This is an optimization exercise on Yosys and OpenROAD, whose aim is small area, not a production implementation. The RTL was checked by simulation tests, not by an equivalence proof against the original design. Power figures rest on the tool's default switching activity, not on a simulated workload.

<file path="flow/flow/run.sh">
#!/bin/bash
# 1. the standard synthesis.
# 2. Its combinational logic re-mapped for area by yosys/abc with four abc
#    scripts (flow/abc_*.abc), in parallel; the flip-flops keep their cells
#    and names. The smallest result that a SAT proof shows equivalent to the
#    standard synthesis is kept (else the standard synthesis itself).
# 3. Full-adder polarities chosen to need fewer inverters (flow/fafix.py),
#    kept only if a SAT proof shows it equivalent too.
# 4. the standard layout of that netlist, with no dummy loads in the clock
#    tree, clkbuf_16 clock buffers in clusters of up to 30 sinks, and buf_1
#    port buffers.
# Each tool writes its full output to a log file here.
set -euo pipefail
HERE=$(pwd)
PLAT=$FLOW_HOME/platforms/$FLOW_PLATFORM
LIB=$PLAT/lib/sky130_fd_sc_hd__tt_025C_1v80.lib
RES=$HERE/orfs/results/$FLOW_PLATFORM/accel/base
YOSYS=$FLOW_HOME/../tools/install/yosys/bin/yosys
[[ -x $YOSYS ]] || YOSYS=yosys

bash standard.sh synth > 1_standard_synth.log 2>&1
cp "$RES/1_2_yosys.v" std_synth.v

python3 flow/genmap.py "$LIB" > cellmap.v 2> 2_genmap.log
DONTUSE=$(sed -n '/DONT_USE_CELLS +=/,/^#/p' "$PLAT/config.mk" | grep -oE 'sky130_fd_sc_hd__[A-Za-z0-9_]+' | sed 's/^/-dont_use /' | tr '\n' ' ')

# equiv GOLD GATE LOG: SAT proof that two netlists are equivalent
equiv() {
  python3 flow/cutflops.py "$1" "${1%.v}_cut.v" >> "$3" 2>&1 &&
  python3 flow/cutflops.py "$2" "${2%.v}_cut.v" >> "$3" 2>&1 &&
  sed -e "s#@TOP@#$FLOW_TOP#g" -e "s#@GOLD@#${1%.v}_cut.v#g" -e "s#@GATE@#${2%.v}_cut.v#g" \
      flow/eq.ys.in > "${3%.log}.ys" &&
  timeout 600 "$YOSYS" -s "${3%.log}.ys" >> "$3" 2>&1 &&
  grep -q "SAT proof finished - no model found: SUCCESS" "$3"
}

for v in a b c d; do
  sed -e "s#@LIB@#$LIB#g" -e "s#@PLAT@#$PLAT#g" -e "s#@TOP@#$FLOW_TOP#g" \
      -e "s#@ABC@#$HERE/flow/abc_$v.abc#g" -e "s#@DONTUSE@#$DONTUSE#g" \
      -e "s#@NAME@#reopt_$v#g" flow/reopt.ys.in > reopt_$v.ys
  ( timeout 900 "$YOSYS" -s reopt_$v.ys > 3_reopt_${v}_yosys.log 2>&1 || true ) &
done
wait

NETLIST=$HERE/std_synth.v
for v in $(for v in a b c d; do
             a=$(grep -oE "Chip area for module .*: [0-9.]+" reopt_${v}_stat.txt 2>/dev/null | awk '{print $NF}')
             [[ -n "$a" && -s reopt_$v.v ]] && echo "$a $v"
           done | sort -g | awk '{print $2}'); do
  if equiv std_synth.v reopt_$v.v 4_equiv_reopt_$v.log; then
    NETLIST=$HERE/reopt_$v.v
    break
  fi
done
echo "after re-mapping: $NETLIST" > 5_netlist_choice.log

if python3 flow/fafix.py "$NETLIST" fafix.v > 6_fafix.log 2>&1 &&
   equiv "$NETLIST" fafix.v 7_equiv_fafix.log; then
  NETLIST=$HERE/fafix.v
fi
echo "for the layout: $NETLIST" >> 5_netlist_choice.log

bash standard.sh clean_synth > 8_clean_synth.log 2>&1
bash standard.sh SYNTH_NETLIST_FILES="$NETLIST" \
   "CTS_ARGS=-sink_clustering_enable -repair_clock_nets -dont_use_dummy_load -buf_list sky130_fd_sc_hd__clkbuf_16 -sink_clustering_size 30 -sink_clustering_max_diameter 100" \
   "BUFFER_PORTS_ARGS=-buffer_cell sky130_fd_sc_hd__buf_1" \
   finish > 9_standard_layout.log 2>&1
</file>
<file path="flow/flow/abc_a.abc">
strash; dc2; dch -f; amap; strash; dch -f; amap; topo
</file>
<file path="flow/flow/abc_b.abc">
strash; dc2; &get -n; &deepsyn -T 20; &put; dc2; dch -f; amap; topo
</file>
<file path="flow/flow/abc_c.abc">
strash; dc2; &get -n; &deepsyn -T 20 -S 1; &put; dc2; dch -f; amap; topo
</file>
<file path="flow/flow/abc_d.abc">
strash; dc2; &get -n; &deepsyn -T 20; &put; dc2; &get -n; &deepsyn -T 20 -S 5; &put; dc2; dch -f; amap; topo
</file>
<file path="flow/flow/cutflops.py">
# Turn every flip-flop instance of a flat netlist into cut points: its Q becomes
# a module input and its data/enable pins module outputs, for a combinational
# equivalence check.
import re, sys
src = open(sys.argv[1]).read()
m = re.search(r'\bmodule\s+(\S+)\s*\((.*?)\);', src, re.S)
inst_re = re.compile(r'^\s*(sky130_fd_sc_hd__\w*df\w+)\s+(\S+)\s*\((.*?)\);', re.S | re.M)
pin_re = re.compile(r'\.(\w+)\(\s*(.*?)\s*\)\s*(?:,|$)', re.S)
newports = []; decl = []; assigns = []
k = 0
def repl(mm):
    global k
    pm = dict((p, n.strip()) for p, n in pin_re.findall(mm.group(3)))
    key = re.sub(r'[^A-Za-z0-9_]', '_', mm.group(2))
    for p, n in sorted(pm.items()):
        if p == 'CLK': continue
        port = f'ff_{key}_{p}'
        newports.append(port)
        if p in ('Q', 'Q_N'):
            decl.append(f'  input {port};'); assigns.append(f'  assign {n} = {port} ;')
        else:
            decl.append(f'  output {port};'); assigns.append(f'  assign {port} = {n} ;')
    return ''
body = inst_re.sub(repl, src[m.end():])
hdr = src[:m.start()] + f'module {m.group(1)}({m.group(2)}, ' + ', '.join(newports) + ');'
i = body.rindex('endmodule')
open(sys.argv[2], 'w').write(hdr + '\n' + '\n'.join(decl) + '\n' + body[:i] + '\n'.join(assigns) + '\n' + body[i:])
</file>
<file path="flow/flow/eq.ys.in">
# Combinational equivalence of two netlists with the same flip-flops, which
# cutflops.py has turned into module ports.
read_verilog cellmap.v
read_verilog @GOLD@
rename @TOP@ gold
read_verilog @GATE@
rename @TOP@ gate
flatten
techmap
opt -purge
miter -equiv -flatten -make_assert gold gate miter
sat -verify -prove-asserts -set-init-zero miter
</file>
<file path="flow/flow/fafix.py">
# Choose the polarity of each full-adder cell so that the fewest inverters are
# needed, then rebuild the inverters. A full adder with all three inputs
# inverted gives both outputs inverted (sum and majority are self-dual).
# Reads and writes a flat yosys netlist of sky130 cells.
import re, sys, collections, random

src = open(sys.argv[1]).read()
m = re.search(r'\bmodule\s+(\S+)\s*\((.*?)\);', src, re.S)
head_end = m.end()
body_end = src.rindex('endmodule')
body = src[head_end:body_end]
inst_re = re.compile(r'^\s*(sky130_fd_sc_hd__\w+)\s+(\S+)\s*\((.*?)\);', re.S | re.M)
pin_re = re.compile(r'\.(\w+)\(\s*(.*?)\s*\)\s*(?:,|$)', re.S)
cells = {}
order = []
for mm in inst_re.finditer(body):
    cells[mm.group(2)] = [mm.group(1), dict((p, n.strip()) for p, n in pin_re.findall(mm.group(3)))]
    order.append(mm.group(2))
rest = inst_re.sub('', body)
special = set()
for a in re.findall(r'assign\s+(.*?);', rest, re.S):
    special.update(t for t in re.split(r'[=\s{},]+', a) if t)
ports = set(re.findall(r'\b(?:input|output)\s+(?:\[[^\]]*\]\s*)?(\w+)', rest))
def is_special(n):
    return n in special or n.split('[')[0].strip() in ports or n.split('[')[0].strip() in special

OUTP = {'X', 'Y', 'Q', 'Q_N', 'COUT', 'SUM', 'HI', 'LO'}
def is_inv(nm):
    t, pm = cells[nm]
    return re.fullmatch(r'sky130_fd_sc_hd__(clk)?inv_\d+', t) is not None and not is_special(pm['Y'])
def is_fa(nm): return cells[nm][0] == 'sky130_fd_sc_hd__fa_1'

drv = {}
for nm in order:
    for p, n in cells[nm][1].items():
        if p in OUTP: drv[n] = (nm, p)

def root(n):
    """(source net, parity): follow removable inverters back to their source."""
    par = 0
    while n in drv and is_inv(drv[n][0]):
        n = cells[drv[n][0]][1]['A']; par ^= 1
    return n, par

# consumers: every input pin of a non-inverter cell, and every special net
# driven through inverters.
cons = []   # (cell or None, pin, source net, parity)
for nm in order:
    if is_inv(nm): continue
    for p, n in cells[nm][1].items():
        if p in OUTP: continue
        r, par = root(n)
        cons.append((nm, p, r, par))
for n in list(drv):
    if is_special(n) and drv[n][0] in cells and is_inv(drv[n][0]):
        pass  # not removable by construction (is_inv false for special outputs)
fas = [nm for nm in order if is_fa(nm)]
fa_idx = {f: i for i, f in enumerate(fas)}
src_fa = {}
for f in fas:
    for p in ('COUT', 'SUM'):
        src_fa[cells[f][1][p]] = f

def cost(flip):
    need = set()
    for c, p, r, par in cons:
        q = par ^ (flip[fa_idx[c]] if c in fa_idx else 0) ^ (flip[fa_idx[src_fa[r]]] if r in src_fa else 0)
        if q: need.add(r)
    # special nets (ports) that are fa outputs directly
    for r, f in src_fa.items():
        if is_special(r) and flip[fa_idx[f]]: need.add(r)
    return len(need)

random.seed(1)
flip = [0] * len(fas)
best = cost(flip); start = best
cur = best
T = 1.0
for it in range(20000):
    i = random.randrange(len(fas))
    flip[i] ^= 1
    c = cost(flip)
    if c <= cur or random.random() < pow(2.718, (cur - c) / T):
        cur = c
        if c < best: best = c; bestflip = list(flip)
    else:
        flip[i] ^= 1
    T = max(0.05, T * 0.9995)
if best == start: bestflip = [0] * len(fas)
sys.stderr.write(f'fafix: inverted sources {start} -> {best}\n')
flip = bestflip

# rebuild: drop removable inverters, reconnect consumers, add one inverter per
# source that needs one.
removed = {nm for nm in order if is_inv(nm)}
inv_of = {}
k = [0]
new_wires = []
def get_inv(r):
    if r not in inv_of:
        k[0] += 1
        y = f'_fafix_{k[0]}_'
        new_wires.append(y)
        nm = f'_fafix_inv_{k[0]}_'
        cells[nm] = ['sky130_fd_sc_hd__clkinv_1', {'A': r, 'Y': y}]
        order.append(nm)
        inv_of[r] = y
    return inv_of[r]
for c, p, r, par in cons:
    q = par ^ (flip[fa_idx[c]] if c in fa_idx else 0) ^ (flip[fa_idx[src_fa[r]]] if r in src_fa else 0)
    cells[c][1][p] = get_inv(r) if q else r
# fa outputs that are special nets: keep the net's logical value
for r, f in list(src_fa.items()):
    if is_special(r) and flip[fa_idx[f]]:
        raise SystemExit('fa drives a port directly; not handled')
for nm in removed:
    del cells[nm]
# a flipped fa keeps its pin names; its output nets now carry the inverted
# value, which the consumers above already account for.
out = [src[:head_end], rest.rstrip() + '\n']
out += [f'  wire {w};\n' for w in new_wires]
for nm in order:
    if nm not in cells: continue
    t, pm = cells[nm]
    out.append(f'  {t} {nm} (\n' + ',\n'.join(f'    .{p}({n} )' for p, n in pm.items()) + '\n  );\n')
out.append(src[body_end:])
open(sys.argv[2], 'w').write(''.join(out))
n_inv = sum(1 for nm in cells if re.search(r'__(clk)?inv_', cells[nm][0]))
sys.stderr.write(f'fafix: {sum(flip)} adders flipped, {n_inv} inverters\n')
</file>
<file path="flow/flow/genmap.py">
# Writes a yosys techmap file that turns every combinational cell of a liberty
# file into plain logic, from the liberty "function" attributes. Full and half
# adders get XOR forms so that extract_fa can find them again.
import re, sys

lib = open(sys.argv[1]).read()
starts = [(m.group(1), m.start())
          for m in re.finditer(r'\n\s*cell\s*\(\s*"?(\w+)"?\s*\)\s*\{', lib)]
out = []


def conv(f):
    f = f.replace('!', '~').replace('+', '|').replace('*', '&')
    f = re.sub(r'\b1\b', "1'b1", f)
    f = re.sub(r'\b0\b', "1'b0", f)
    return re.sub(r'(\w|\))\s+(?=[\w~(])', r'\1 & ', f)


for i, (name, st) in enumerate(starts):
    end = starts[i + 1][1] if i + 1 < len(starts) else len(lib)
    body = lib[st:end]
    if re.search(r'\b(ff|latch|statetable)\s*\(', body):
        continue
    pins = []
    for m in re.finditer(r'(?<!pg_)pin\s*\(\s*"?(\w+)"?\s*\)\s*\{', body):
        seg = body[m.end():m.end() + 4000]
        seg = seg.split('pin (')[0] if 'pin (' in seg else seg
        d = re.search(r'direction\s*:\s*"?(\w+)"?', seg)
        f = re.search(r'function\s*:\s*"([^"]*)"', seg)
        pins.append((m.group(1), d.group(1) if d else None, f.group(1) if f else None))
    ins = [p for p, d, f in pins if d == 'input']
    outs = [(p, f) for p, d, f in pins if d == 'output']
    if not outs or any(f is None for _, f in outs):
        continue
    short = name.replace('sky130_fd_sc_hd__', '')
    fn = dict(outs)
    if re.fullmatch(r'fa_\d+', short):
        fn = {'COUT': '(A&B)|(A&CIN)|(B&CIN)', 'SUM': 'A^B^CIN'}
    elif re.fullmatch(r'ha_\d+', short):
        fn = {'COUT': 'A&B', 'SUM': 'A^B'}
    else:
        fn = {p: conv(f) for p, f in outs}
    out.append(f"module {name} ({', '.join(ins + [p for p, _ in outs])});")
    out += [f"  input {p};" for p in ins]
    for p, _ in outs:
        out.append(f"  output {p};")
        out.append(f"  assign {p} = {fn[p]};")
    out.append("endmodule\n")
print("\n".join(out))
</file>
<file path="flow/flow/reopt.ys.in">
# Re-map the combinational logic of the standard synthesis for area. The
# flip-flops (and every other cell with state) are left as they are, with
# their names.
read_liberty -lib @LIB@
read_verilog -noblackbox std_synth.v
hierarchy -top @TOP@
techmap -map cellmap.v
techmap
opt -purge
extract_fa -fa
techmap -map @PLAT@/cells_adders_hd.v
techmap
opt -fast -purge
abc -liberty @LIB@ -script @ABC@ @DONTUSE@
opt_clean -purge
hilomap -singleton -hicell sky130_fd_sc_hd__conb_1 HI -locell sky130_fd_sc_hd__conb_1 LO
insbuf -buf sky130_fd_sc_hd__buf_1 A X
opt_clean -purge
check
tee -o @NAME@_stat.txt stat -liberty @LIB@
write_verilog -noattr -nohex -nodec @NAME@.v
</file>
<file path="flow/standard.sh">
#!/bin/bash
# synth_recipe.tcl (not shown) runs the flow's synth.tcl, then flattens the netlist and writes it again
# the make line also repeats each setting of config.mk as NAME=value (left out here)
make -C /OpenROAD-flow-scripts/flow DESIGN_CONFIG=/design/flow/config.mk WORK_HOME=/design/flow/orfs CLKGATE_MAP_FILE= SYNTH_SCRIPT=/design/flow/synth_recipe.tcl "${@:-finish}"
</file>
<file path="flow/config.mk">
export PLATFORM = sky130hd
export DESIGN_NAME = accel
export DESIGN_NICKNAME = accel
export VERILOG_FILES = /design/flow/design.v
export SDC_FILE = /design/flow/constraint.sdc
export NUM_CORES = 4
export LEC_CHECK = 0
export ABC_AREA = 1
export CAP_MARGIN = 20
export CORE_MARGIN = 2
export CORE_UTILIZATION = 60
export SLEW_MARGIN = 20
</file>
<file path="flow/constraint.sdc">
create_clock -name core_clock -period 32.0 [get_ports {clk}]
set_input_delay 6.4000 -clock core_clock [delete_from_list [all_inputs] [get_ports {clk}]]
set_output_delay 6.4000 -clock core_clock [all_outputs]
set_load 0.01 [all_outputs]
</file>
<file path="flow/design.v">
module rca #(parameter W = 16) (
   input  [W-1:0] a,
   input  [W-1:0] b,
   input          ci,
   output [W-1:0] s,
   output         co
);
wire [W:0] c;
assign c[0] = ci;
genvar i;
generate
   for (i = 0; i < W; i = i + 1) begin : bit_
      assign s[i]   = a[i] ^ b[i] ^ c[i];
      assign c[i+1] = (a[i] & b[i]) | (a[i] & c[i]) | (b[i] & c[i]);
   end
endgenerate
assign co = c[W];
endmodule
module inc #(parameter W = 8) (
   input  [W-1:0] a,
   input          ci,
   output [W-1:0] s
);
wire [W:0] c;
assign c[0] = ci;
genvar i;
generate
   for (i = 0; i < W; i = i + 1) begin : bit_
      assign s[i]   = a[i] ^ c[i];
      assign c[i+1] = a[i] & c[i];
   end
endgenerate
endmodule
module dec #(parameter W = 8) (
   input  [W-1:0] a,
   output [W-1:0] s
);
wire [W:0] b;
assign b[0] = 1'b1;
genvar i;
generate
   for (i = 0; i < W; i = i + 1) begin : bit_
      assign s[i]   = a[i] ^ b[i];
      assign b[i+1] = ~a[i] & b[i];
   end
endgenerate
endmodule
module remapper (
   input  [15:0] in,
   output [3:0]  board_idx
);
wire neg = in[15];
wire in_range = neg ? (&in[14:7]) : ~(|in[14:7]);
wire [7:0] b = {~in[7], in[6:0]};           
wire le_m80, le_m60, le_m40, le_m20, lt_0, le_20, le_40, le_60, le_80;
le_const #(.W(8), .C(8'd48))  c0 (.a(b), .le(le_m80));    
le_const #(.W(8), .C(8'd68))  c1 (.a(b), .le(le_m60));
le_const #(.W(8), .C(8'd88))  c2 (.a(b), .le(le_m40));
le_const #(.W(8), .C(8'd108)) c3 (.a(b), .le(le_m20));
le_const #(.W(8), .C(8'd127)) c4 (.a(b), .le(lt_0));      
le_const #(.W(8), .C(8'd148)) c5 (.a(b), .le(le_20));
le_const #(.W(8), .C(8'd168)) c6 (.a(b), .le(le_40));
le_const #(.W(8), .C(8'd188)) c7 (.a(b), .le(le_60));
le_const #(.W(8), .C(8'd208)) c8 (.a(b), .le(le_80));
wire [8:0] above = {~le_80, ~le_60, ~le_40, ~le_20, ~lt_0, ~le_m20, ~le_m40, ~le_m60, ~le_m80};
wire [3:0] idx_in = above[8] ? 4'd9 : above[7] ? 4'd8 : above[6] ? 4'd7 : above[5] ? 4'd6 :
                    above[4] ? 4'd5 : above[3] ? 4'd4 : above[2] ? 4'd3 : above[1] ? 4'd2 :
                    above[0] ? 4'd1 : 4'd0;
assign board_idx = in_range ? idx_in : (neg ? 4'd0 : 4'd9);
endmodule
module le_const #(parameter W = 8, parameter [W-1:0] C = 0) (
   input  [W-1:0] a,
   output         le
);
wire [W:0] r;
assign r[0] = 1'b1;
genvar i;
generate
   for (i = 0; i < W; i = i + 1) begin : bit_
      if (C[i]) assign r[i+1] = ~a[i] | r[i];
      else      assign r[i+1] = ~a[i] & r[i];
   end
endgenerate
assign le = r[W];
endmodule
module control7 (
   input            clk,
   input            rst_n,
   input      [1:0] KEY,
   input      [3:0] board_idx,
   output           init,
   output     [9:0] LEDR,
   output     [3:0] FSM_state,
   output     [3:0] game_number,
   output reg [9:0] BCD_in
);
localparam START = 4'd0, MOLE = 4'd1, HAMMER = 4'd2, GAME_ENDS = 4'd3,
           A = 4'd4, B = 4'd5, C = 4'd6, D = 4'd7, E = 4'd8;
localparam RES_CYCLES = 25;
wire reset = ~KEY[1];
wire bang  = ~KEY[0];
reg [3:0] state, state_c;
wire [3:0] state_inc;
inc #(4) u_stinc (.a(state), .ci(1'b1), .s(state_inc));
reg [1:0] count, count_c;
reg       reset_timer, write_enable;
reg bang_n, bang_edge;
always @(posedge clk) begin
   if (!rst_n) begin
      bang_n    <= 1'b0;
      bang_edge <= 1'b0;
   end else begin
      bang_n    <= bang;
      bang_edge <= bang & ~bang_n;
   end
end
reg [3:0] ring;
wire [3:0] ring_inc;
inc #(4) u_rinc (.a(ring), .ci(1'b1), .s(ring_inc));
always @(posedge clk) begin
   if (!rst_n)
      ring <= 4'd15;
   else if (reset)
      ring <= 4'd0;
   else if (state != MOLE && ring != 4'd15)
      ring <= (ring == 4'd9) ? 4'd0 : ring_inc;
end
reg [3:0] target_q;
always @(posedge clk) begin
   if (!rst_n)
      target_q <= 4'd15;
   else if (state == MOLE)
      target_q <= ring;
end
wire [3:0] target = (state == MOLE) ? ring : target_q;
wire whack = bang_edge & ~(target[3] & target[2]) & (target == board_idx);
reg [4:0] res;
reg [9:0] tcount;
reg inc_q, t0p2, t3, t9p99;
wire tick   = (res == RES_CYCLES - 1);
wire frozen = (tcount == 10'd999) | whack;
wire [4:0] res_inc;
wire [9:0] tcount_inc;
inc #(5)  u_resinc (.a(res), .ci(1'b1), .s(res_inc));
inc #(10) u_tinc (.a(tcount), .ci(tick & ~frozen), .s(tcount_inc));
always @(posedge clk) begin
   if (!rst_n) begin
      res    <= 5'd0;
      tcount <= 10'd0;
      inc_q  <= 1'b0;
      t0p2   <= 1'b0;
      t3     <= 1'b0;
      t9p99  <= 1'b0;
   end else begin
      res <= (reset_timer | tick) ? 5'd0 : res_inc;
      tcount <= reset_timer ? 10'd0 : tcount_inc;
      inc_q <= tick & ~frozen & ~reset_timer;
      t0p2  <= inc_q & (tcount == 10'd20);
      t3    <= inc_q & (tcount == 10'd300);
      t9p99 <= inc_q & (tcount == 10'd999);
   end
end
always @(*) begin
   state_c = state;
   count_c = count;
   reset_timer = 1'b0;
   write_enable = 1'b0;
   case (state)
      START: if (t3) begin state_c = MOLE; reset_timer = 1'b1; end
      MOLE: if (t0p2) state_c = HAMMER;
      HAMMER: if (t9p99 | whack) begin
         write_enable = 1'b1;
         state_c = GAME_ENDS;
         reset_timer = 1'b1;
      end
      GAME_ENDS: if (t3) begin
         count_c = {count[1] ^ count[0], ~count[0]};
         reset_timer = 1'b1;
         state_c = (count == 2'd3) ? A : START;
      end
      A, B, C, D: if (t3) begin state_c = state_inc; reset_timer = 1'b1; end
      E: if (t3) begin state_c = A; reset_timer = 1'b1; end
      default: ;
   endcase
   if (reset) begin
      state_c = START;
      count_c = 2'd0;
      reset_timer = 1'b1;
   end
end
always @(posedge clk) begin
   if (!rst_n) begin
      state <= START;
      count <= 2'd0;
   end else begin
      state <= state_c;
      count <= count_c;
   end
end
reg [9:0] mem [0:3];
always @(posedge clk) begin
   if (write_enable)
      mem[count] <= tcount;
end
wire [1:0] addr_rd = (state == GAME_ENDS) ? count : state[1:0];
wire [9:0] data_out = mem[addr_rd];
wire [10:0] t01, t23;
wire [11:0] total;
rca #(10) add_01 (.a(mem[0]), .b(mem[1]), .ci(1'b0), .s(t01[9:0]), .co(t01[10]));
rca #(10) add_23 (.a(mem[2]), .b(mem[3]), .ci(1'b0), .s(t23[9:0]), .co(t23[10]));
rca #(11) add_all (.a(t01), .b(t23), .ci(1'b0), .s(total[10:0]), .co(total[11]));
always @(*) begin
   if (state == START || state == MOLE || state == HAMMER)
      BCD_in = tcount;
   else if (state == E)
      BCD_in = total[11:2];
   else
      BCD_in = data_out;
end
assign init = (state == START);
assign FSM_state = state;
assign game_number = (state[3] | state[2]) ? state : {2'b00, count};
wire [3:0] led_idx = (state == MOLE) ? ring : board_idx;
wire led_on = (state == MOLE) | (state == HAMMER);
genvar g;
generate
   for (g = 0; g < 10; g = g + 1) begin : led
      assign LEDR[g] = led_on & (led_idx == g);
   end
endgenerate
endmodule
module bin2bcd (
   input  [9:0] bin,
   output [3:0] bcd2, bcd1, bcd0
);
wire [11:0] st [0:10];
assign st[0] = 12'd0;
genvar i;
generate
   for (i = 0; i < 10; i = i + 1) begin : stage
      wire [3:0] a0, a1, a2;
      add3 u0 (.d(st[i][3:0]),  .q(a0));
      add3 u1 (.d(st[i][7:4]),  .q(a1));
      add3 u2 (.d(st[i][11:8]), .q(a2));
      assign st[i+1] = {a2[2:0], a1, a0, bin[9-i]};
   end
endgenerate
assign bcd0 = st[10][3:0];
assign bcd1 = st[10][7:4];
assign bcd2 = st[10][11:8];
endmodule
module add3 (
   input  [3:0] d,
   output [3:0] q
);
assign q[3] = d[3] | (d[2] & d[0]) | (d[2] & d[1]);
assign q[2] = (d[3] & d[0]) | (d[2] & ~d[1] & ~d[0]);
assign q[1] = (d[3] & ~d[0]) | (~d[2] & d[1]) | (d[1] & d[0]);
assign q[0] = (d[3] & ~d[0]) | (~d[3] & ~d[2] & d[0]) | (d[2] & d[1] & ~d[0]);
endmodule
module seg7 (
   output [7:0]  HEX0,
   output [7:0]  HEX1,
   output [7:0]  HEX2,
   output [7:0]  HEX3,
   output [7:0]  HEX4,
   output [7:0]  HEX5,
   input         SW9,
   input         init,
   input  [3:0]  FSM_state,
   input  [3:0]  game_number,
   input  [11:0] display
);
wire [6:0] d0, d1, d2;
wire [7:0] s4, s5;
digit7 u_d0 (.d(display[3:0]),  .seg(d0));
digit7 u_d1 (.d(display[7:4]),  .seg(d1));
digit7 u_d2 (.d(display[11:8]), .seg(d2));
code8  u_s4 (.s(FSM_state),     .seg(s4));
code8  u_s5 (.s(game_number),   .seg(s5));
assign HEX0 = init ? 8'b1011_1111 : {1'b1, d0};
assign HEX1 = init ? 8'b1011_1111 : {1'b1, d1};
assign HEX2 = init ? 8'b0011_1111 : {1'b0, d2};
assign HEX3 = 8'b1111_1111;
assign HEX4 = SW9 ? 8'b1111_1111 : s4;
assign HEX5 = s5;
endmodule
module digit7 (
   input  [3:0] d,
   output [6:0] seg
);
assign seg = (d == 4'd0) ? 7'b1000000 :
             (d == 4'd1) ? 7'b1111001 :
             (d == 4'd2) ? 7'b0100100 :
             (d == 4'd3) ? 7'b0110000 :
             (d == 4'd4) ? 7'b0011001 :
             (d == 4'd5) ? 7'b0010010 :
             (d == 4'd6) ? 7'b0000010 :
             (d == 4'd7) ? 7'b1111000 :
             (d == 4'd8) ? 7'b0000000 : 7'b0010000;
endmodule
module code8 (
   input  [3:0] s,
   output [7:0] seg
);
assign seg = (s == 4'h0) ? 8'b1111_1001 :
             (s == 4'h1) ? 8'b1010_0100 :
             (s == 4'h2) ? 8'b1011_0000 :
             (s == 4'h3) ? 8'b1001_1001 :
             (s == 4'h4) ? 8'b1000_1000 :
             (s == 4'h5) ? 8'b1000_0011 :
             (s == 4'h6) ? 8'b1100_0110 :
             (s == 4'h7) ? 8'b1010_0001 :
             (s == 4'h8) ? 8'b1000_0110 : 8'b1111_1111;
endmodule
module smooth_filter (
   input         clk,
   input         rst_n,
   input  [15:0] in,
   input  [1:0]  SW,
   output [15:0] out
);
localparam FILTER_CYCLES = 50;
localparam RING = 196;
localparam [127:0] POS = {8'd188, 8'd176, 8'd164, 8'd152, 8'd149, 8'd140, 8'd137, 8'd128,
                          8'd125, 8'd113, 8'd101, 8'd89,  8'd77,  8'd65,  8'd16,  8'd4};
reg [5:0] count;
wire en = (count == FILTER_CYCLES - 1);
wire [5:0] count_inc;
inc #(6) u_cinc (.a(count), .ci(1'b1), .s(count_inc));
reg [15:0] r1, r2, r3, r4;
reg [RING-1:0] ring;
reg [4:0]  nsamp;            
reg [19:0] sum16;
wire [4:0] nsamp_inc;
inc #(5) u_ninc (.a(nsamp), .ci(~nsamp[4]), .s(nsamp_inc));
wire [RING-1:0] moved = {ring[RING-2:0], ring[RING-1]};
reg  [RING-1:0] ring_next;
wire [15:0] h16;
integer j;
always @(*) begin
   ring_next = moved;
   for (j = 0; j < 16; j = j + 1)
      if (en) ring_next[POS[8*j +: 8]] = r4[j];
end
genvar b;
generate
   for (b = 0; b < 16; b = b + 1) begin : rd
      assign h16[b] = ring[(POS[8*b +: 8] + 599) % RING];
   end
endgenerate
always @(posedge clk) begin
   ring <= ring_next;
end
always @(posedge clk) begin
   if (en) begin
      r1 <= in;
      r2 <= r1;
      r3 <= r2;
      r4 <= r3;
   end
end
wire [15:0] oldest_n = ~(h16 & {16{nsamp[4]}});
always @(posedge clk) begin
   if (!rst_n) begin
      count <= 6'd0;
      nsamp <= 5'd0;
      sum16 <= 20'd0;
   end else begin
      count <= en ? 6'd0 : count_inc;
      if (en) begin
         nsamp <= nsamp_inc;
         sum16 <= sum16_next;
      end
   end
end
wire [15:0] d_lo;
wire        d_co;
rca #(16) sub_d (.a(in), .b(oldest_n), .ci(1'b1), .s(d_lo), .co(d_co));
wire [16:0] d = {in[15] ^ oldest_n[15] ^ d_co, d_lo};
wire [19:0] sum16_next;
wire        unused_co16;
rca #(20) add_s (.a(sum16), .b({{3{d[16]}}, d}), .ci(1'b0), .s(sum16_next), .co(unused_co16));
wire [16:0] sum2, sum34;
wire [17:0] sum4;
wire        co2, co34, co4;
rca #(16) add_12 (.a(r1), .b(r2), .ci(1'b0), .s(sum2[15:0]), .co(co2));
assign sum2[16] = r1[15] ^ r2[15] ^ co2;
rca #(16) add_34 (.a(r3), .b(r4), .ci(1'b0), .s(sum34[15:0]), .co(co34));
assign sum34[16] = r3[15] ^ r4[15] ^ co34;
rca #(17) add_4 (.a(sum2), .b(sum34), .ci(1'b0), .s(sum4[16:0]), .co(co4));
assign sum4[17] = sum2[16] ^ sum34[16] ^ co4;
assign out = (SW == 2'd0) ? r1 :
             (SW == 2'd1) ? sum2[16:1] :
             (SW == 2'd2) ? sum4[17:2] : sum16[19:4];
endmodule
module spi_control (
   input             clk,
   input             rst_n,
   input             reset_n,
   input             spi_clk_out,
   output reg [15:0] data_x,
   output            SPI_SDI,
   input             SPI_SDO,
   output            SPI_CSN,
   output            SPI_CLK
);
reg [4:0] ph;
reg [3:0] idx;
reg [7:0] sample_count;
reg [7:0] data_rx;
wire [7:0] sample_inc;
wire [3:0] idx_inc, k_dec;
inc #(8) u_sinc (.a(sample_count), .ci(1'b1), .s(sample_inc));
inc #(4) u_iinc (.a(idx), .ci(1'b1), .s(idx_inc));
wire rd_mode = idx[3] & (idx[2] | (idx[1] & idx[0]));    
wire sample  = (sample_count == 8'd199);
wire bitph   = ph[4];
wire [3:0] k = ph[3:0];
dec #(4) u_kdec (.a(k), .s(k_dec));
wire rx_bit  = bitph & rd_mode & ~k[3];
wire [15:0] word =
   (idx == 4'd0)  ? {2'b00, 6'h24, 8'h20} :
   (idx == 4'd1)  ? {2'b00, 6'h25, 8'h03} :
   (idx == 4'd2)  ? {2'b00, 6'h26, 8'h01} :
   (idx == 4'd3)  ? {2'b00, 6'h27, 8'h7f} :
   (idx == 4'd4)  ? {2'b00, 6'h28, 8'h09} :
   (idx == 4'd5)  ? {2'b00, 6'h29, 8'h46} :
   (idx == 4'd6)  ? {2'b00, 6'h2c, 8'h09} :
   (idx == 4'd7)  ? {2'b00, 6'h2e, 8'h10} :
   (idx == 4'd8)  ? {2'b00, 6'h2f, 8'h10} :
   (idx == 4'd9)  ? {2'b00, 6'h31, 8'h00} :
   (idx == 4'd10) ? {2'b00, 6'h2d, 8'h08} :
   (idx == 4'd11) ? {2'b10, 6'h32, 8'h00} :
   (idx == 4'd12) ? {2'b10, 6'h33, 8'h00} :
   (idx == 4'd13) ? {2'b10, 6'h34, 8'h00} :
   (idx == 4'd14) ? {2'b10, 6'h35, 8'h00} :
                    {2'b10, 6'h30, 8'h00};
assign SPI_CSN = ~(bitph | ph[1]);
assign SPI_CLK = bitph ? spi_clk_out : 1'b1;
assign SPI_SDI = (bitph & ~rx_bit) ? word[k] : 1'b1;
always @(posedge clk) begin
   if (!rst_n || !reset_n)
      sample_count <= 8'd0;
   else if (sample)
      sample_count <= 8'd0;
   else
      sample_count <= sample_inc;
end
always @(posedge clk) begin
   if (!rst_n || !reset_n) begin
      ph  <= 5'd0;
      idx <= 4'd0;
   end else if (bitph) begin
      ph <= (k == 4'd0) ? 5'd3 : {1'b1, k_dec};
   end else begin
      case (ph[1:0])
         2'd0: if (!rd_mode) ph <= 5'd2; else if (sample) ph <= 5'd1;
         2'd1: ph <= 5'd2;
         2'd2: ph <= 5'd31;
         2'd3: begin
            if (idx == 4'd10 || idx == 4'd15) ph <= 5'd0;
            else if (rd_mode) ph <= 5'd1;
            else ph <= 5'd0;
            idx <= (idx == 4'd15) ? 4'd11 : idx_inc;
         end
      endcase
   end
end
always @(posedge clk) begin
   if (rx_bit)
      data_rx <= {data_rx[6:0], SPI_SDO};
end
always @(posedge clk) begin
   if (!rst_n)
      data_x <= 16'd0;
   else if (reset_n && ph == 5'd1 && idx == 4'd12)
      data_x[7:0] <= data_rx;
   else if (reset_n && ph == 5'd1 && idx == 4'd13)
      data_x[15:8] <= data_rx;
end
endmodule
module accel (
   input                      clk,
   input                      rst_n,
   input                      spi_clk_out,
   output           [7:0]     HEX0,
   output           [7:0]     HEX1,
   output           [7:0]     HEX2,
   output           [7:0]     HEX3,
   output           [7:0]     HEX4,
   output           [7:0]     HEX5,
   input            [1:0]     KEY,
   output           [9:0]     LEDR,
   input            [9:0]     SW,
   output                     GSENSOR_CS_N,
   output                     GSENSOR_SCLK,
   output                     GSENSOR_SDI,
   input                      GSENSOR_SDO
   );
wire [15:0] data_x;
wire [15:0] smooth_out;
wire [3:0]  board_idx;
wire        init;
wire [3:0]  FSM_state;
wire [3:0]  game_number;
wire [9:0]  BCD_in;
wire [3:0]  bcd2, bcd1, bcd0;
spi_control spi_ctrl (
   .clk        (clk),
   .rst_n      (rst_n),
   .reset_n    (KEY[0]),
   .spi_clk_out(spi_clk_out),
   .data_x     (data_x),
   .SPI_SDI    (GSENSOR_SDI),
   .SPI_SDO    (GSENSOR_SDO),
   .SPI_CSN    (GSENSOR_CS_N),
   .SPI_CLK    (GSENSOR_SCLK)
);
smooth_filter my_filter (.clk(clk), .rst_n(rst_n), .in(data_x), .SW(SW[1:0]), .out(smooth_out));
remapper my_remapper (.in(smooth_out), .board_idx(board_idx));
control7 my_control7 (.clk(clk), .rst_n(rst_n), .KEY(KEY), .board_idx(board_idx), .init(init),
   .LEDR(LEDR), .FSM_state(FSM_state), .game_number(game_number), .BCD_in(BCD_in));
bin2bcd my_bin2bcd (.bin(BCD_in), .bcd2(bcd2), .bcd1(bcd1), .bcd0(bcd0));
seg7 my_seg7 (.HEX0(HEX0), .HEX1(HEX1), .HEX2(HEX2), .HEX3(HEX3), .HEX4(HEX4), .HEX5(HEX5),
   .SW9(SW[9]), .init(init), .FSM_state(FSM_state), .game_number(game_number),
   .display({bcd2, bcd1, bcd0}));
endmodule
</file>
==> results of run 1 <==
-- per-layer routing --
layer,part of all wire,routed length [microns],track usage,up-vias
li1,-,-,-,4759
met1,0.47,13700,0.313,4807
met2,0.47,13900,0.369,220
met3,0.042,1240,0.0286,30
met4,0.016,476,0.0447,0
met5,0,0,0,-
-- state kept, by name (all words and copies together) (netlist names), 6 cells and up --
register	cells
my_filter.sum16	20
spi_ctrl.sample_count	8
spi_ctrl.data_x	16
my_filter.r4	16
my_filter.r2	16
my_filter.count	6
my_control7.tcount	10
my_control7.mem	40
spi_ctrl.data_rx	8
my_filter.ring	196
my_filter.r1	16
my_filter.r3	16
-- layout make-up --
| type | instances | area, sq um |
|---|---|---|
| Clock buffer | 17 | 425 |
| Fill cell | 1942 | 8620 |
| Inverter | 131 | 493 |
| Multi-Input combinational cell | 772 | 5760 |
| Sequential cell | 407 | 9270 |
| Tap cell | 330 | 413 |
| Timing Repair Buffer | 64 | 272 |
-- power by group through the flow --
stage | clock network [mW] | logic, mW | registers (mW)
2_1_floorplan | 0 | 0.0145 | 0.542
3_3_place_gp | 0 | 0.0198 | 0.542
3_5_place_dp | 0 | 0.0204 | 0.542
4_1_cts | 0.246 | 0.0204 | 0.530
5_1_grt | 0.262 | 0.0234 | 0.531
6_report | 0.238 | 0.0208 | 0.530
-- worst max-delay path by stage --
stage	endpoint	slack (ns)	cells past startpoint
after floorplan	LEDR[1]	15.32	30
after global placement	LEDR[5]	14.61	31
after detailed placement	LEDR[1]	14.45	31
after CTS	LEDR[1]	13.87	31
after global routing	LEDR[5]	13.31	31
final	LEDR[1]	13.99	31
==> results.json, run 1 <==
{
  "hpwlAfterDp_microns": 21400,
  "whs_path_depth": 0,
  "p_int_uw": 631,
  "clk_latency_ns": 0.52,
  "grt_pass1_vias": 9413,
  "cts_tree": "done",
  "route.detailed.wl_per_inst_microns": 17.0,
  "cp.arrival_ns": 11.61,
  "tightest_slew_ns": 1.02,
  "status": "complete, no violations",
  "setup_viol": 0,
  "drt_iter0_drc": 820,
  "crit_buf_inv": 4,
  "fmax_ghz": 0.0555,
  "gp_congestion": 0.886,
  "coreArea_sq_um": 25300,
  "ioPinCount": 77,
  "post-place-cells": 1704,
  "r2r-start": "my_filter.r1[0]",
  "antenna_found_initial": 0,
  "critPathLaunch": "my_filter.r1[0]",
  "cp_max_fo": 4,
  "start_util": 0.614,
  "grt_remaining_overflow": 0,
  "final_cells": 1721,
  "start_kind": "register",
  "die_w_microns": 165,
  "clock_sinks": 407,
  "leakage_nw": 5.81,
  "syn_inst": 1312,
  "drv_cap": 0,
  "area_growth_pct": 7.28,
  "die_height_microns": 165,
  "hold_end": "my_filter.ring[1]",
  "power_frac_seq": 0.672,
  "whs_ns": 0.305,
  "worst_slack_ns": 13.99,
  "clk_pin_slew_ns": 0.11,
  "rows": 58,
  "dieArea_sq_um": 27100,
  "cts_max_path_buffers": 3,
  "r2r_cells": 32,
  "hold_class": "reg2reg",
  "cts-root-buf": "clkbuf_16",
  "clkPwrFrac": 0.302,
  "layout_common_cells": "dfxtp_1 (295), nor2_1 (173), clkinv_1 (130)",
  "hold_buffers": 0,
  "switchingPower_uw": 159,
  "cp.required_ns": 25.60,
  "portBuffers": 56,
  "num_vias": 9816,
  "drive_above_1_share": 0.0216,
  "grt_max_degree": 75,
  "rrSetupSlack_ns": 18.72,
  "cts_buffers": 17,
  "hold_viol": 0,
  "slew_headroom": 0.315,
  "place_area_sq_um": 16200,
  "syn_area_sq_um": 15500,
  "yosysWarnings": 0,
  "finClkSkew_ns": 0.0439,
  "drc": 0,
  "vias_per_cell": 5.70,
  "wirelength_microns": 29300,
  "sw_frac_of_total": 0.201,
  "slowest_delay_ns": 0.57,
  "final_common_cell": "dfxtp_1",
  "period_minus_slack_ns": 18.01,
  "fin_area_sq_um": 16600,
  "cp_slowest_cell": "or4_1",
  "power_uw": 789,
  "cts_resized": 0,
  "grt_pass1_wl_microns": 47500,
  "place_ws_ns": 14.45,
  "rr_endpoint": "my_control7.mem[3][6]",
  "hold_start": "my_filter.ring[0]",
  "layout.nets": 1512,
  "crit_top_cell": "fa_1",
  "grt_usage": 0.221,
  "setup_tns_ns": 0,
  "rsz0062_at_grt": "false",
  "ant_nets": 0,
  "slew_violations": 0,
  "irDropWorstVdd_mv": 0.0616,
  "synth_area_per_cell_sq_um": 11.8,
  "first_pass_iters": 7,
  "p_per_area_nw_per_um2": 47.5,
  "postCtsSetupBuffers": 0,
  "critPathTopFamily": "adder cells",
  "htreeDepth": 1,
  "antenna_cells": 0,
  "critPathCaptureType": "output pin",
  "fin_util": 0.659,
  "power_frac_comb": 0.026,
  "min_period_over_period": 0.563,
  "critPathKind": "reg2out"
}
==> run 2, diff against run 1 <==
--- a/flow/flow/run.sh
+++ b/flow/flow/run.sh
@@ -1,7 +1,7 @@
 #!/bin/bash
 # 1. the standard synthesis.
-# 2. Its combinational logic re-mapped for area by yosys/abc with four abc
-#    scripts (flow/abc_*.abc), in parallel; the flip-flops keep their cells
+# 2. Its combinational logic re-mapped for area by yosys/abc with eight abc
+#    scripts (flow/abc_*.abc), four at a time; the flip-flops keep their cells
 #    and names. The smallest result that a SAT proof shows equivalent to the
 #    standard synthesis is kept (else the standard synthesis itself).
 # 3. Full-adder polarities chosen to need fewer inverters (flow/fafix.py),
@@ -34,16 +34,20 @@
   grep -q "SAT proof finished - no model found: SUCCESS" "$3"
 }
 
-for v in a b c d; do
+VARIANTS="a b c d L0 L6 L8 L9"
+run_variant() {
   sed -e "s#@LIB@#$LIB#g" -e "s#@PLAT@#$PLAT#g" -e "s#@TOP@#$FLOW_TOP#g" \
-      -e "s#@ABC@#$HERE/flow/abc_$v.abc#g" -e "s#@DONTUSE@#$DONTUSE#g" \
-      -e "s#@NAME@#reopt_$v#g" flow/reopt.ys.in > reopt_$v.ys
-  ( timeout 900 "$YOSYS" -s reopt_$v.ys > 3_reopt_${v}_yosys.log 2>&1 || true ) &
-done
+      -e "s#@ABC@#$HERE/flow/abc_$1.abc#g" -e "s#@DONTUSE@#$DONTUSE#g" \
+      -e "s#@NAME@#reopt_$1#g" flow/reopt.ys.in > reopt_$1.ys
+  timeout 900 "$YOSYS" -s reopt_$1.ys > 3_reopt_$1_yosys.log 2>&1 || true
+}
+for v in a b c d; do run_variant $v & done
+wait
+for v in L0 L6 L8 L9; do run_variant $v & done
 wait
 
 NETLIST=$HERE/std_synth.v
-for v in $(for v in a b c d; do
+for v in $(for v in $VARIANTS; do
              a=$(grep -oE "Chip area for module .*: [0-9.]+" reopt_${v}_stat.txt 2>/dev/null | awk '{print $NF}')
              [[ -n "$a" && -s reopt_$v.v ]] && echo "$a $v"
            done | sort -g | awk '{print $2}'); do
==> flow/flow/abc_L0.abc (new file) <==
strash; dc2; &get -n; &deepsyn -T 60 -S 0; &put; dc2; &get -n; &deepsyn -T 60 -S 20; &put; dc2; dch -f; amap; topo
==> flow/flow/abc_L6.abc (new file) <==
strash; dc2; &get -n; &deepsyn -T 60 -S 6; &put; dc2; &get -n; &deepsyn -T 60 -S 26; &put; dc2; dch -f; amap; topo
==> flow/flow/abc_L8.abc (new file) <==
strash; dc2; &get -n; &deepsyn -T 60 -S 8; &put; dc2; &get -n; &deepsyn -T 60 -S 28; &put; dc2; dch -f; amap; topo
==> flow/flow/abc_L9.abc (new file) <==
strash; dc2; &get -n; &deepsyn -T 60 -S 9; &put; dc2; &get -n; &deepsyn -T 60 -S 29; &put; dc2; dch -f; amap; topo
==> run 2 against run 1 <==
  * Still clean
  * Sequential share of layout area up 0.23 points
  * Cell area is 0.41% lower
  * First-iteration DRC count fell by 7.8%
  * Clock-buffer cell count is the same
  * Register-to-register slack improved by 0.52 ns
  * Global-route usage grew 0.15 points
  * Hold slack better by 0.0099 ns
==> results.json, run 2 <==
{
  "slew_headroom": 0.313,
  "r2r_cells": 34,
  "coreArea_sq_um": 25300,
  "power_frac_comb": 0.022,
  "rsz0062_at_grt": "false",
  "irDropWorstVdd_mv": 0.0638,
  "syn_inst": 1299,
  "layout_common_cells": "dfxtp_1 (295), nor2_1 (176), clkinv_1 (124)",
  "p_per_area_nw_per_um2": 47.4,
  "whs_path_depth": 0,
  "cts-root-buf": "clkbuf_16",
  "start_kind": "register",
  "leakage_nw": 5.94,
  "cts_max_path_buffers": 3,
  "largestRegisters": "my_filter.ring: 196 flops, my_control7.mem: 40 flops, my_filter.sum16: 20 flops",
  "cp_max_fo": 4,
  "fill_cells": 1943,
  "start_util": 0.612,
  "top_register": "my_filter.ring",
  "fin_area_sq_um": 16600,
  "switchingPower_uw": 157,
  "place_area_sq_um": 16100,
  "r2r-start": "my_filter.r1[0]",
  "critPathTopFamily": "adder cells",
  "slowest_delay_ns": 0.71,
  "slew_violations": 0,
  "ant_nets": 0,
  "area_growth_pct": 7.27,
  "crit_buf_inv": 4,
  "antenna_found_initial": 0,
  "rows": 58,
  "layout.nets": 1500,
  "grt_usage": 0.222,
  "fmax_ghz": 0.0561,
  "ioPinCount": 77,
  "die_w_microns": 164,
  "hpwlAfterDp_microns": 21300,
  "final_common_cell": "dfxtp_1",
  "hold_class": "reg2reg",
  "route.detailed.wl_per_inst_microns": 17.1,
  "sw_frac_of_total": 0.200,
  "yosysWarnings": 0,
  "drt_iter0_drc": 756,
  "period_minus_slack_ns": 17.81,
  "wirelength_microns": 29200,
  "cp.arrival_ns": 11.41,
  "tightest_slew_ns": 1.03,
  "critPathCaptureType": "output pin",
  "critPathLaunch": "my_filter.r1[0]",
  "num_vias": 9879,
  "clkPwrFrac": 0.305,
  "finClkSkew_ns": 0.0271,
  "cts_buffers": 17,
  "drv_cap": 0,
  "syn_area_sq_um": 15400,
  "antenna_cells": 0,
  "grt_pass1_vias": 9280,
  "first_pass_iters": 6,
  "min_period_over_period": 0.557,
  "setup_tns_ns": 0,
  "hold_buffers": 0,
  "crit_top_cell": "fa_1",
  "cts_resized": 0,
  "postCtsSetupBuffers": 0,
  "die_height_microns": 164,
  "grt_max_degree": 58,
  "portBuffers": 56,
  "power_frac_seq": 0.673,
  "cp_num_cells": 34,
  "status": "complete, no violations",
  "grt_remaining_overflow": 0,
  "clock_sinks": 407,
  "htreeDepth": 1,
  "critPathKind": "reg2out",
  "cts_tree": "done",
  "hold_viol": 0,
  "dieArea_sq_um": 27000,
  "gp_congestion": 0.901,
  "hold_start": "my_filter.ring[182]",
  "largest_reg_flops": 196,
  "p_int_uw": 629,
  "grt_pass1_wl_microns": 47700,
  "setup_viol": 0,
  "cp.required_ns": 25.60,
  "drc": 0,
  "vias_per_cell": 5.78,
  "clk_latency_ns": 0.52,
  "clk_pin_slew_ns": 0.11,
  "cp_slowest_cell": "o41ai_1",
  "drive_above_1_share": 0.0218,
  "synth_area_per_cell_sq_um": 11.9
}
[run 2: cell types whose count changed in the layout (fill, tap and decap cells not counted), sizes merged, moves of 4 or more]
| cell | change |
|---|---|
| or3 | -5 |
| o22ai | +4 |
| o211ai | +4 |
| nor4 | -6 |
| a21o | -4 |
| nor3 | +6 |
| nand3 | -9 |
| clkinv | -6 |
| a221oi | -4 |
[run 2: final cells by class]
class | instances | area, sq um | share of cell area
clock buffers | 17 | 425 | 0.0257
inverters | 125 | 470 | 0.0284
multi-input cells | 765 | 5710 | 0.345
flip-flops and latches | 407 | 9270 | 0.560
well taps | 330 | 413 | 0.0249
repair buffers | 65 | 279 | 0.0168
[run 2: worst paths after layout]
check	endpoint	slack (ns)
setup / recovery	LEDR[1]	14.19
hold reg to reg	my_filter.ring[183]	0.31
hold / removal	my_filter.ring[183]	0.31
setup reg to reg	my_control7.mem[2][5]	19.24
[run 2: layer usage]
metal  GRT usage  wire length [microns]  share of wire  up-vias
li1            -                      -              -     4734
met1       0.334                  13900           0.47     4804
met2       0.355                  13200           0.45      302
met3      0.0276                   1660          0.057       39
met4      0.0407                    461          0.016        0
met5           0                      0              0        -
[run 2: metrics by stage]
| step | hold slack (ns) | std cells | total power, mW | setup WS, ns | util |
|---|---|---|---|---|---|
| 4_1_cts | 0.319 | 1709 | 0.793 | 14.14 | 0.656 |
| 3_5_place_dp | 0.312 | 1692 | 0.557 | 14.74 | 0.639 |
| 6_report | 0.315 | 1709 | 0.785 | 14.19 | 0.656 |
| 2_1_floorplan | 0.310 | 1310 | 0.552 | 15.70 | - |
| 3_3_place_gp | 0.310 | 1692 | 0.557 | 14.87 | 0.639 |
| 5_1_grt | 0.323 | 1709 | 0.811 | 13.50 | 0.656 |
[run 2: power groups by stage]
stage / Combinational, mW / Clock [mW] / Sequential, mW
finish: 0.0173 / 0.240 / 0.529
global route: 0.0194 / 0.262 / 0.529
CTS: 0.0170 / 0.247 / 0.529
detailed placement: 0.0169 / 0 / 0.540
global placement: 0.0167 / 0 / 0.540
floorplan: 0.0119 / 0 / 0.540

## separate check: timing with driven ports
How much do the figures lean on ideal ports? The routed layouts below were timed once more, with nothing changed but the port constraints.
Step 1, drivers: a clkbuf_16 drives clk and a buf_2 each remaining input, both assumed.
Step 2 moves the port delays by t, midway between the first and last clock arrival at a register: inputs arrive t later, outputs are due t later. That takes back most of the time a late clock gives input paths.
Three values: ideal ports, drivers, drivers and shift; two values: the first two.
| run | shift t [ns] | setup slack, ns | worst setup path at the end |
|---|---|---|---|
| run 1 | 0.547 | 13.991 / 13.942 / 14.489 | register to output |
| run 2 | 0.558 | 14.190 / 14.137 / 14.695 | register to output |
After both steps every run listed still meets setup and hold.
